Source: an optimization exercise on an open RTL-to-GDS flow (aim: small area and a short achievable clock period). Production flows keep margins and buffers that such runs may drop.
Function was checked by simulation only, so behaviour that the tests miss may differ from the original.
Power is estimated from default activity; no workload was simulated.

### design/flow/constraint.sdc
create_clock -name core_clock -period 90.0 [get_ports {clk}]
set_input_delay 18.0000 -clock core_clock [delete_from_list [all_inputs] [get_ports {clk}]]
set_output_delay 18.0000 -clock core_clock [all_outputs]
set_load 0.01 [all_outputs]
### design/flow/run.sh
#!/bin/bash
# synth_recipe.tcl (not shown) runs the flow's synth.tcl, then flattens the netlist and writes it again
# the make line also repeats each setting of config.mk as NAME=value (left out here)
make -C /OpenROAD-flow-scripts/flow DESIGN_CONFIG=/design/flow/config.mk WORK_HOME=/design/flow/orfs CLKGATE_MAP_FILE= SYNTH_SCRIPT=/design/flow/synth_recipe.tcl finish
### design/flow/config.mk
export PLATFORM = sky130hd
export DESIGN_NAME = Processor_with_Power_Gating
export DESIGN_NICKNAME = Processor_with_Power_Gating
export VERILOG_FILES = /design/flow/design.v
export SDC_FILE = /design/flow/constraint.sdc
export NUM_CORES = 4
export LEC_CHECK = 0
export CAP_MARGIN = 20
export CORE_MARGIN = 2
export CORE_UTILIZATION = 40
export SLEW_MARGIN = 20
### design/flow/design.v
module ALU_with_power_gating(
    input  wire clk,
    input  wire reset,
    input  wire [3:0] A,
    input  wire [3:0] B,
    input  wire [2:0] opcode,
    output reg  [3:0] result,
    output reg  idle_detect,
    output wire power_gated,       
    output wire clk_en           
);
    parameter IDLE_THRESHOLD = 5;
    parameter POWER_GATE_DELAY = 2;  
    reg [3:0] prev_A, prev_B;
    reg [2:0] prev_opcode;
    reg [3:0] idle_counter;
    reg [3:0] alu_out;
    reg [3:0] result_retention;     
    reg enable_clock;                
    reg power_domain_on;             
    reg [2:0] power_gate_counter;    
    wire activity_detected;
    assign activity_detected = (A != prev_A) 
    || (B != prev_B) || (opcode != prev_opcode);
    assign clk_en = enable_clock;
    assign power_gated = ~power_domain_on;
    always @(*) begin
        case (opcode)
            3'b000: alu_out = A + B;               
            3'b001: alu_out = A - B;               
            3'b010: alu_out = A & B;               
            3'b011: alu_out = A | B;               
            3'b100: alu_out = A ^ B;               
            3'b101: alu_out = ~A;                  
            3'b110: alu_out = A << 1;              
            3'b111: alu_out = A >> 1;              
            default: alu_out = 4'b0000;
        endcase
    end
    always @(posedge clk or posedge reset) begin
        if (reset) begin
            prev_A              <= 4'b0000;
            prev_B              <= 4'b0000;
            prev_opcode         <= 3'b000;
            idle_counter        <= 4'b0000;
            idle_detect         <= 1'b0;
            result              <= 4'b0000;
            result_retention    <= 4'b0000;
            enable_clock        <= 1'b1;
            power_domain_on     <= 1'b1;
            power_gate_counter  <= 3'b000;
        end 
        else begin
            if (activity_detected) begin
                idle_counter        <= 4'b0000;
                idle_detect         <= 1'b0;
                enable_clock        <= 1'b1;
                power_domain_on     <= 1'b1;
                power_gate_counter  <= 3'b000;
                result              <= alu_out;
                result_retention    <= alu_out;
            end 
            else begin
                if (idle_counter < IDLE_THRESHOLD + POWER_GATE_DELAY) begin
                    idle_counter <= idle_counter + 1;
                end
                if (idle_counter >= IDLE_THRESHOLD) begin
                    idle_detect <= 1'b1;
                    if (power_gate_counter < POWER_GATE_DELAY) begin
                        power_gate_counter <= power_gate_counter + 1;
                    end 
                    else begin
                        enable_clock    <= 1'b0;   
                        power_domain_on <= 1'b0;   
                    end
                end
            end
            prev_A      <= A;
            prev_B      <= B;
            prev_opcode <= opcode;
        end
    end
endmodule
module Memory_with_power_gating(
    input  wire clk,
    input  wire reset,
    input  wire [3:0] addr,
    input  wire [7:0] data_in,
    input  wire write_en,
    input  wire req_valid,
    output reg  [7:0] data_out,
    output reg  idle_detect,
    output wire power_gated,
    output wire clk_en
);
    parameter IDLE_THRESHOLD = 5;
    parameter POWER_GATE_DELAY = 2;
    reg [7:0] mem [0:15];
    reg [3:0] prev_addr;
    reg [7:0] prev_data_in;
    reg prev_write_en;
    reg prev_req_valid;
    reg [3:0] idle_counter;
    reg enable_clock;
    reg power_domain_on;
    reg [2:0] power_gate_counter;
    reg [7:0] data_retention;
    wire activity_detected;
    assign activity_detected = req_valid || 
                               (addr != prev_addr) || 
                               (data_in != prev_data_in) || 
                               (write_en != prev_write_en);
    assign clk_en = enable_clock;
    assign power_gated = ~power_domain_on;
    integer i;
    always @(posedge clk or posedge reset) begin
        if (reset) begin
            data_out            <= 8'b00000000;
            prev_addr           <= 4'b0000;
            prev_data_in        <= 8'b00000000;
            prev_write_en       <= 1'b0;
            prev_req_valid      <= 1'b0;
            idle_counter        <= 4'b0000;
            idle_detect         <= 1'b0;
            enable_clock        <= 1'b1;
            power_domain_on     <= 1'b1;
            power_gate_counter  <= 3'b000;
            data_retention      <= 8'b00000000;
            for (i = 0; i < 16; i = i + 1) begin
                mem[i] <= 8'b00000000;
            end
        end 
        else begin
            if (activity_detected) begin
                if (req_valid) begin
                    if (write_en) begin
                        mem[addr]       <= data_in;
                        data_out        <= data_in;
                        data_retention  <= data_in;
                    end 
                    else begin
                        data_out        <= mem[addr];
                        data_retention  <= mem[addr];
                    end
                end
                idle_counter        <= 4'b0000;
                idle_detect         <= 1'b0;
                enable_clock        <= 1'b1;
                power_domain_on     <= 1'b1;
                power_gate_counter  <= 3'b000;
            end 
            else begin
                if (idle_counter < IDLE_THRESHOLD + POWER_GATE_DELAY) begin
                    idle_counter <= idle_counter + 1;
                end
                if (idle_counter >= IDLE_THRESHOLD) begin
                    idle_detect <= 1'b1;
                    if (power_gate_counter < POWER_GATE_DELAY) begin
                        power_gate_counter <= power_gate_counter + 1;
                    end 
                    else begin
                        enable_clock    <= 1'b0;
                        power_domain_on <= 1'b0;
                    end
                end
                data_out <= data_retention;
            end
            prev_addr       <= addr;
            prev_data_in    <= data_in;
            prev_write_en   <= write_en;
            prev_req_valid  <= req_valid;
        end
    end
endmodule
module IO_with_power_gating(
    input  wire clk,
    input  wire reset,
    input  wire [7:0] io_in,
    input  wire write_en,
    input  wire read_request,
    output reg  [7:0] io_out,
    output reg  idle_detect,
    output wire power_gated,
    output wire clk_en
);
    parameter IDLE_THRESHOLD = 5;
    parameter POWER_GATE_DELAY = 2;
    reg [7:0] prev_io_in;
    reg [7:0] retained_out;
    reg [3:0] idle_counter;
    reg prev_write_en;
    reg prev_read_request;
    reg enable_clock;
    reg power_domain_on;
    reg [2:0] power_gate_counter;
    wire activity_detected;
    assign activity_detected = write_en ||
     read_request || (io_in != prev_io_in);
    assign clk_en = enable_clock;
    assign power_gated = ~power_domain_on;
    always @(posedge clk or posedge reset) begin
        if (reset) begin
            io_out              <= 8'b00000000;
            retained_out        <= 8'b00000000;
            prev_io_in          <= 8'b00000000;
            prev_write_en       <= 1'b0;
            prev_read_request   <= 1'b0;
            idle_counter        <= 4'b0000;
            idle_detect         <= 1'b0;
            enable_clock        <= 1'b1;
            power_domain_on     <= 1'b1;
            power_gate_counter  <= 3'b000;
        end 
        else begin
            if (activity_detected) begin
                if (write_en) begin
                    retained_out <= io_in;
                    io_out       <= io_in;
                end 
                else if (read_request) begin
                    io_out <= retained_out;
                end
                idle_counter        <= 4'b0000;
                idle_detect         <= 1'b0;
                enable_clock        <= 1'b1;
                power_domain_on     <= 1'b1;
                power_gate_counter  <= 3'b000;
            end 
            else begin
                if (idle_counter < IDLE_THRESHOLD +
                 POWER_GATE_DELAY) begin
                    idle_counter <= idle_counter + 1;
                end
                if (idle_counter >= IDLE_THRESHOLD) begin
                    idle_detect <= 1'b1;
                  if (power_gate_counter < POWER_GATE_DELAY) begin
                     power_gate_counter <= power_gate_counter + 1;
                    end 
                    else begin
                        enable_clock    <= 1'b0;
                        power_domain_on <= 1'b0;
                    end
                end
                io_out <= retained_out;
            end
            prev_io_in          <= io_in;
            prev_write_en       <= write_en;
            prev_read_request   <= read_request;
        end
    end
endmodule
module Power_Management_Controller(
    input  wire clk,
    input  wire reset,
    input  wire alu_idle,
    input  wire mem_idle,
    input  wire io_idle,
    input  wire alu_power_gated,
    input  wire mem_power_gated,
    input  wire io_power_gated,
    output reg  system_power_save_mode,
    output reg  [1:0] active_modules_count,
    output reg  [7:0] power_efficiency_metric
);
    reg [7:0] total_cycles;
    reg [7:0] gated_cycles;
    always @(posedge clk or posedge reset) begin
        if (reset) begin
            system_power_save_mode  <= 1'b0;
            active_modules_count    <= 2'b11;
            power_efficiency_metric <= 8'd0;
            total_cycles            <= 8'd0;
            gated_cycles            <= 8'd0;
        end 
        else begin
            if (total_cycles < 8'd255)
                total_cycles <= total_cycles + 1;
            active_modules_count <= {1'b0, ~alu_power_gated} + {1'b0, ~mem_power_gated} + {1'b0, ~io_power_gated};
            system_power_save_mode <= alu_power_gated & mem_power_gated & io_power_gated;
            if (system_power_save_mode && gated_cycles < 8'd255)
                gated_cycles <= gated_cycles + 1;
            if (total_cycles > 0)
                power_efficiency_metric <= (gated_cycles * 100) / total_cycles;
        end
    end
endmodule
module Processor_with_Power_Gating(
    input  wire clk,
    input  wire reset,
    input  wire [3:0] alu_a,
    input  wire [3:0] alu_b,
    input  wire [2:0] alu_opcode,
    output wire [3:0] alu_result,
    input  wire [3:0] mem_addr,
    input  wire [7:0] mem_data_in,
    input  wire mem_write_en,
    input  wire mem_req_valid,
    output wire [7:0] mem_data_out,
    input  wire [7:0] io_in,
    input  wire io_write_en,
    input  wire io_read_request,
    output wire [7:0] io_out,
    output wire alu_idle,
    output wire mem_idle,
    output wire io_idle,
    output wire alu_power_gated,
    output wire mem_power_gated,
    output wire io_power_gated,
    output wire system_power_save_mode,
    output wire [1:0] active_modules_count,
    output wire [7:0] power_efficiency_metric,
    output wire alu_clk_en,
    output wire mem_clk_en,
    output wire io_clk_en
);
    ALU_with_power_gating alu_inst (
        .clk(clk),
        .reset(reset),
        .A(alu_a),
        .B(alu_b),
        .opcode(alu_opcode),
        .result(alu_result),
        .idle_detect(alu_idle),
        .power_gated(alu_power_gated),
        .clk_en(alu_clk_en)
    );
    Memory_with_power_gating mem_inst (
        .clk(clk),
        .reset(reset),
        .addr(mem_addr),
        .data_in(mem_data_in),
        .write_en(mem_write_en),
        .req_valid(mem_req_valid),
        .data_out(mem_data_out),
        .idle_detect(mem_idle),
        .power_gated(mem_power_gated),
        .clk_en(mem_clk_en)
    );
    IO_with_power_gating io_inst (
        .clk(clk),
        .reset(reset),
        .io_in(io_in),
        .write_en(io_write_en),
        .read_request(io_read_request),
        .io_out(io_out),
        .idle_detect(io_idle),
        .power_gated(io_power_gated),
        .clk_en(io_clk_en)
    );
    Power_Management_Controller pmc_inst (
        .clk(clk),
        .reset(reset),
        .alu_idle(alu_idle),
        .mem_idle(mem_idle),
        .io_idle(io_idle),
        .alu_power_gated(alu_power_gated),
        .mem_power_gated(mem_power_gated),
        .io_power_gated(io_power_gated),
        .system_power_save_mode(system_power_save_mode),
        .active_modules_count(active_modules_count),
        .power_efficiency_metric(power_efficiency_metric)
    );
endmodule
==> run notes <==
## synth_stat cells, types with 51 or more instances
cell / instances / share of area (%)
xor2_1: 188 / 3.8
and3_1: 63 / 0.90
buf_4: 53 / 0.91
mux2_2: 188 / 4.8
o21ai_0: 272 / 3.1
nor3_1: 178 / 2.0
o21ai_1: 52 / 0.59
o21a_1: 72 / 1.2
a31oi_1: 101 / 1.4
nand2b_1: 76 / 1.1
ha_1: 286 / 8.2
a21o_1: 172 / 2.9
nand3_1: 173 / 2.0
inv_1: 147 / 1.3
and2_1: 63 / 0.90
a21oi_1: 450 / 5.1
clkbuf_1: 72 / 0.62
nor2b_1: 60 / 0.86
dfrtp_1: 245 / 14
a211oi_1: 51 / 0.87
nand2_1: 450 / 3.8
nor2_1: 590 / 5.0
nand4_1: 108 / 1.5
nor4_1: 85 / 1.2
xnor2_1: 279 / 5.6
mux2i_1: 68 / 1.6
## layout make-up
class                   count  area (sq um)  share of cell area (%)
clock buffers              37         814.5                   1.693
diodes                      1         2.502                0.005203
flip-flops and latches    250          6269                   13.03
clock inverters            15         152.6                  0.3174
inverters                 153         585.6                   1.217
multi-input cells        5109         36190                   75.24
repair buffers            283          2317                   4.818
well taps                1414          1769                   3.678
## cells by family (layout without fill, tap and decap cells)
logic type	count (synthesis)	in the layout	share of synthesized area, %
mux	275	275	7.010
fa+ha+maj	294	294	8.472
xor+xnor	476	476	9.652
compound gates	1825	1825	29.15
flops	250	250	14.27
other cells	0	1	0
simple gates	2238	2239	27.00
buf+inv	371	488	4.447
## worst max-delay path, delay by kind of cell, from the launching register on
kind | cells | cell delay [ns]
flip-flops | 1 | 0.51
adder cells (fa/ha/maj) | 36 | 11.59
buffers and inverters | 25 | 3.79
AO/OA/AOI/OAI | 195 | 37.01
multiplexers | 5 | 1.57
XOR/XNOR | 1 | 0.10
AND/OR/NAND/NOR | 160 | 28.95
## metrics by stage
step | worst slack [ns] | hold slack, ns | power (mW) | cells | util, %
final | 6.122 | 0.4848 | 0.2891 | 7262 | 44.19
after global routing | -0.2566 | 0.5129 | 0.3025 | 7261 | 44.18
after CTS | 0.003382 | 0.4884 | 0.2924 | 7218 | 43.47
after detailed placement | -1.526 | 0.4742 | 0.1714 | 7165 | 42.54
after global placement | 0.8273 | 0.4658 | 0.1702 | 7163 | 42.52
after floorplan | 4.885 | 0.4539 | 0.1583 | 5729 | -
## timing repair
| item | 4_1_cts | 5_1_grt |
|---|---|---|
| setup buffers | 1 | 42 |
| resized for setup | 7 | 106 |
| pin swaps | 0 | 26 |
| endpoints found under the setup margin | 1 | 3 |
| cloned | 0 | 1 |
## flip-flops by register name (all words and copies together), names as in the netlist, 2 cells and up
register and flops:
mem_inst.mem 128, io_inst.io_out 8, io_inst.prev_io_in 8, io_inst.retained_out 8, mem_inst.data_out 8, mem_inst.data_retention 8, mem_inst.prev_data_in 8, pmc_inst.gated_cycles 8
pmc_inst.power_efficiency_metric 8, pmc_inst.total_cycles 8, alu_inst.idle_counter 4, alu_inst.prev_A 4, alu_inst.prev_B 4, alu_inst.result 4, io_inst.idle_counter 4, mem_inst.idle_counter 4
mem_inst.prev_addr 4, alu_inst.power_gate_counter 3, alu_inst.prev_opcode 3, io_inst.power_gate_counter 3, mem_inst.power_gate_counter 3, pmc_inst.active_modules_count 2
## power by group through the flow
stage	clock, mW	sequential, mW	combinational (mW)
6_report	0.120	0.133	0.0362
5_1_grt	0.128	0.135	0.0399
4_1_cts	0.123	0.133	0.0366
3_5_place_dp	0	0.135	0.0364
3_3_place_gp	0	0.134	0.0357
2_1_floorplan	0	0.134	0.0246
## per-layer routing
| metal | part of all wire, % | up-vias | global-route usage [%] | routed length (um) |
|---|---|---|---|---|
| li1 | - | 22000 | - | - |
| met1 | 47 | 22100 | 38.49 | 73360 |
| met2 | 44 | 1868 | 42.50 | 68790 |
| met3 | 7.3 | 277 | 3.396 | 11490 |
| met4 | 2.5 | 2 | 6.202 | 4016 |
| met5 | 0.0082 | - | 0 | 13 |
## path summary, 6_finish.rpt
check,to,start
max in group asynchronous,mem_inst.mem[5][1],reset
max,pmc_inst.power_efficiency_metric[0],pmc_inst.gated_cycles[2]
min,mem_inst.data_retention[4],mem_inst.data_retention[4]
min in group asynchronous,alu_inst.idle_detect,reset
min reg2reg,mem_inst.data_retention[4],mem_inst.data_retention[4]
max reg2reg,pmc_inst.power_efficiency_metric[0],pmc_inst.gated_cycles[2]
==> run notes <==
- Cell area after synthesis: 43,890 sq um
- Clock Skew: ~0.014 ns
- Final setup viols: 0
- Clock latency on the worst-skew pair: approximately 0.58 ns
- H-tree depth: 1
- Arr. time, crit path: around 84 ns
- Max Fclk: about 12 MHz
- Largest stage delay on the critical path: between 0.5 and 0.6 ns
- Final WL: 157,700 um
- Instance area at placement: between 40,000 and 50,000 sq um
- Max-slew headroom: around a quarter
- Root Buffer: clkbuf_16
- Pwr dens: 6.011 nW/um^2
- Vias in the first global route: 43,090
- Register area share after synthesis: approximately 14%
- Fin area: 48,100 sq um
- Fillcell total: approximately 11,000
- Initial antenna violation count: 2
- Pre-antenna DRT Iters: 7
- Num ports: 77
- Die Ht: around 340 um
- PortBufs: between 70 and 80
- Post-synth EDFFs: 0
- Cts bufs inserted: 28
- Maxcap violations: 0
- Leak Pwr: ~21 nW
- DR iter-0 viols: between 4,000 and 5,000
- Syn avg cell area: between 7 and 8 sq um
- Sw Share: between 20% and 30%
- Gate Count Post-Synth: 5,729
- Worst slew pin tran: about 1.1 ns
- HPWL after DPL: 121,300 um
- CP max stage cell: or4_1
- Net count, final: slightly above 6,000
- Peak VDD IR: 0.01411 mV
- DRC viols: 0
- CP Launch Type: flop
- Reg2reg path depth: 422
- Final Max Tran Viols: 0
- Setup_tns: 0 ns
- RePlAce Congestion: between 0.9 and 1
- Die area: around 110,000 sq um
- Die W: about 340 um
- Crit path max fanout: 18
- #FFs+latches synth: 250
- Status: finished clean
- Pin count of the biggest net entering global routing: 127
- Pint: 214.6 uW
- Initial Utilization: around 40%
- Most common cell after layout, fill and taps aside: nor2_1
- Worst Hold Depth: 1
- Global route overflow: 0
- First-pass GRT wire length: between 200,000 and 250,000 um
- CP required: 90.43 ns
- Reg2Reg Setup Slack: 6.12 ns
- Clk pwr share: about two fifths
- Final period util: 93.20%
- CTS sink cnt: 250
- Syn nets: slightly above 6,000
- Logic pwr share: 12.5%
- Clk pin slew, worst setup/hold paths: around 0.07 ns
- Vias: between 40,000 and 50,000
- CTS tree: yes
- Post-DRT Antenna Nets: 0
- Floorplan row count: about 120
- Synth unique cells: between 150 and 200
- Synthesis Warnings: 5
- Hold Vio Cnt, Final: 0
- Cts-stage hold buffer count: 0
- Deepest clock path buffer count: 3
- Hold WC Path Type: reg2reg
- Post-synth top flop: dfrtp_1
- Most frequent cells in the layout: nor2_1 (582), nand2_1 (443), a21oi_1 (435)
- Area Overhead vs Synth: 9.581%
- GRT Util Overall: between 20% and 30%
- Synth async-reset ratio: between 90% and 100%
- Sw power: about 74 uW
- Most common cell on crit path: a21oi_1
- Core Region: approximately 110,000 sq um
- Seq pwr share: between 40 and 50%
- Share of cells above drive strength 1: roughly 14%
- Routed WL per cell: 21.71 um
- Crit path time final: approximately 84 ns
- Avg Vias per Cell: between 6 and 7
- Critical path class: reg2reg
- CP Capture Type: flop

## static timing again, ports no longer ideal
How much do the figures lean on ideal ports? The routed layout below was timed once more, with nothing changed but the port constraints. Step 1 sets driving cells, clkbuf_16 on the clock port and buf_2 on the other inputs (assumed; they add their load-dependent delay and slew). Step 2 times the ports against the registers' clock, not the clock port: input delays grow and output delays shrink by t, the midpoint of the rising clock arrivals with the driver on. a / b / c = ideal / step 1 / step 2; a / b = the first two.
t (ns): 0.635
setup WS [ns]: 6.122 / 6.122 / 6.122
worst register clock-pin slew, ns: 0.07 / 0.07
After both steps setup and hold are still met in this run. For this run, drivers alone change the setup slack by 0.000 ns; drivers and shift together by 0.000 ns.
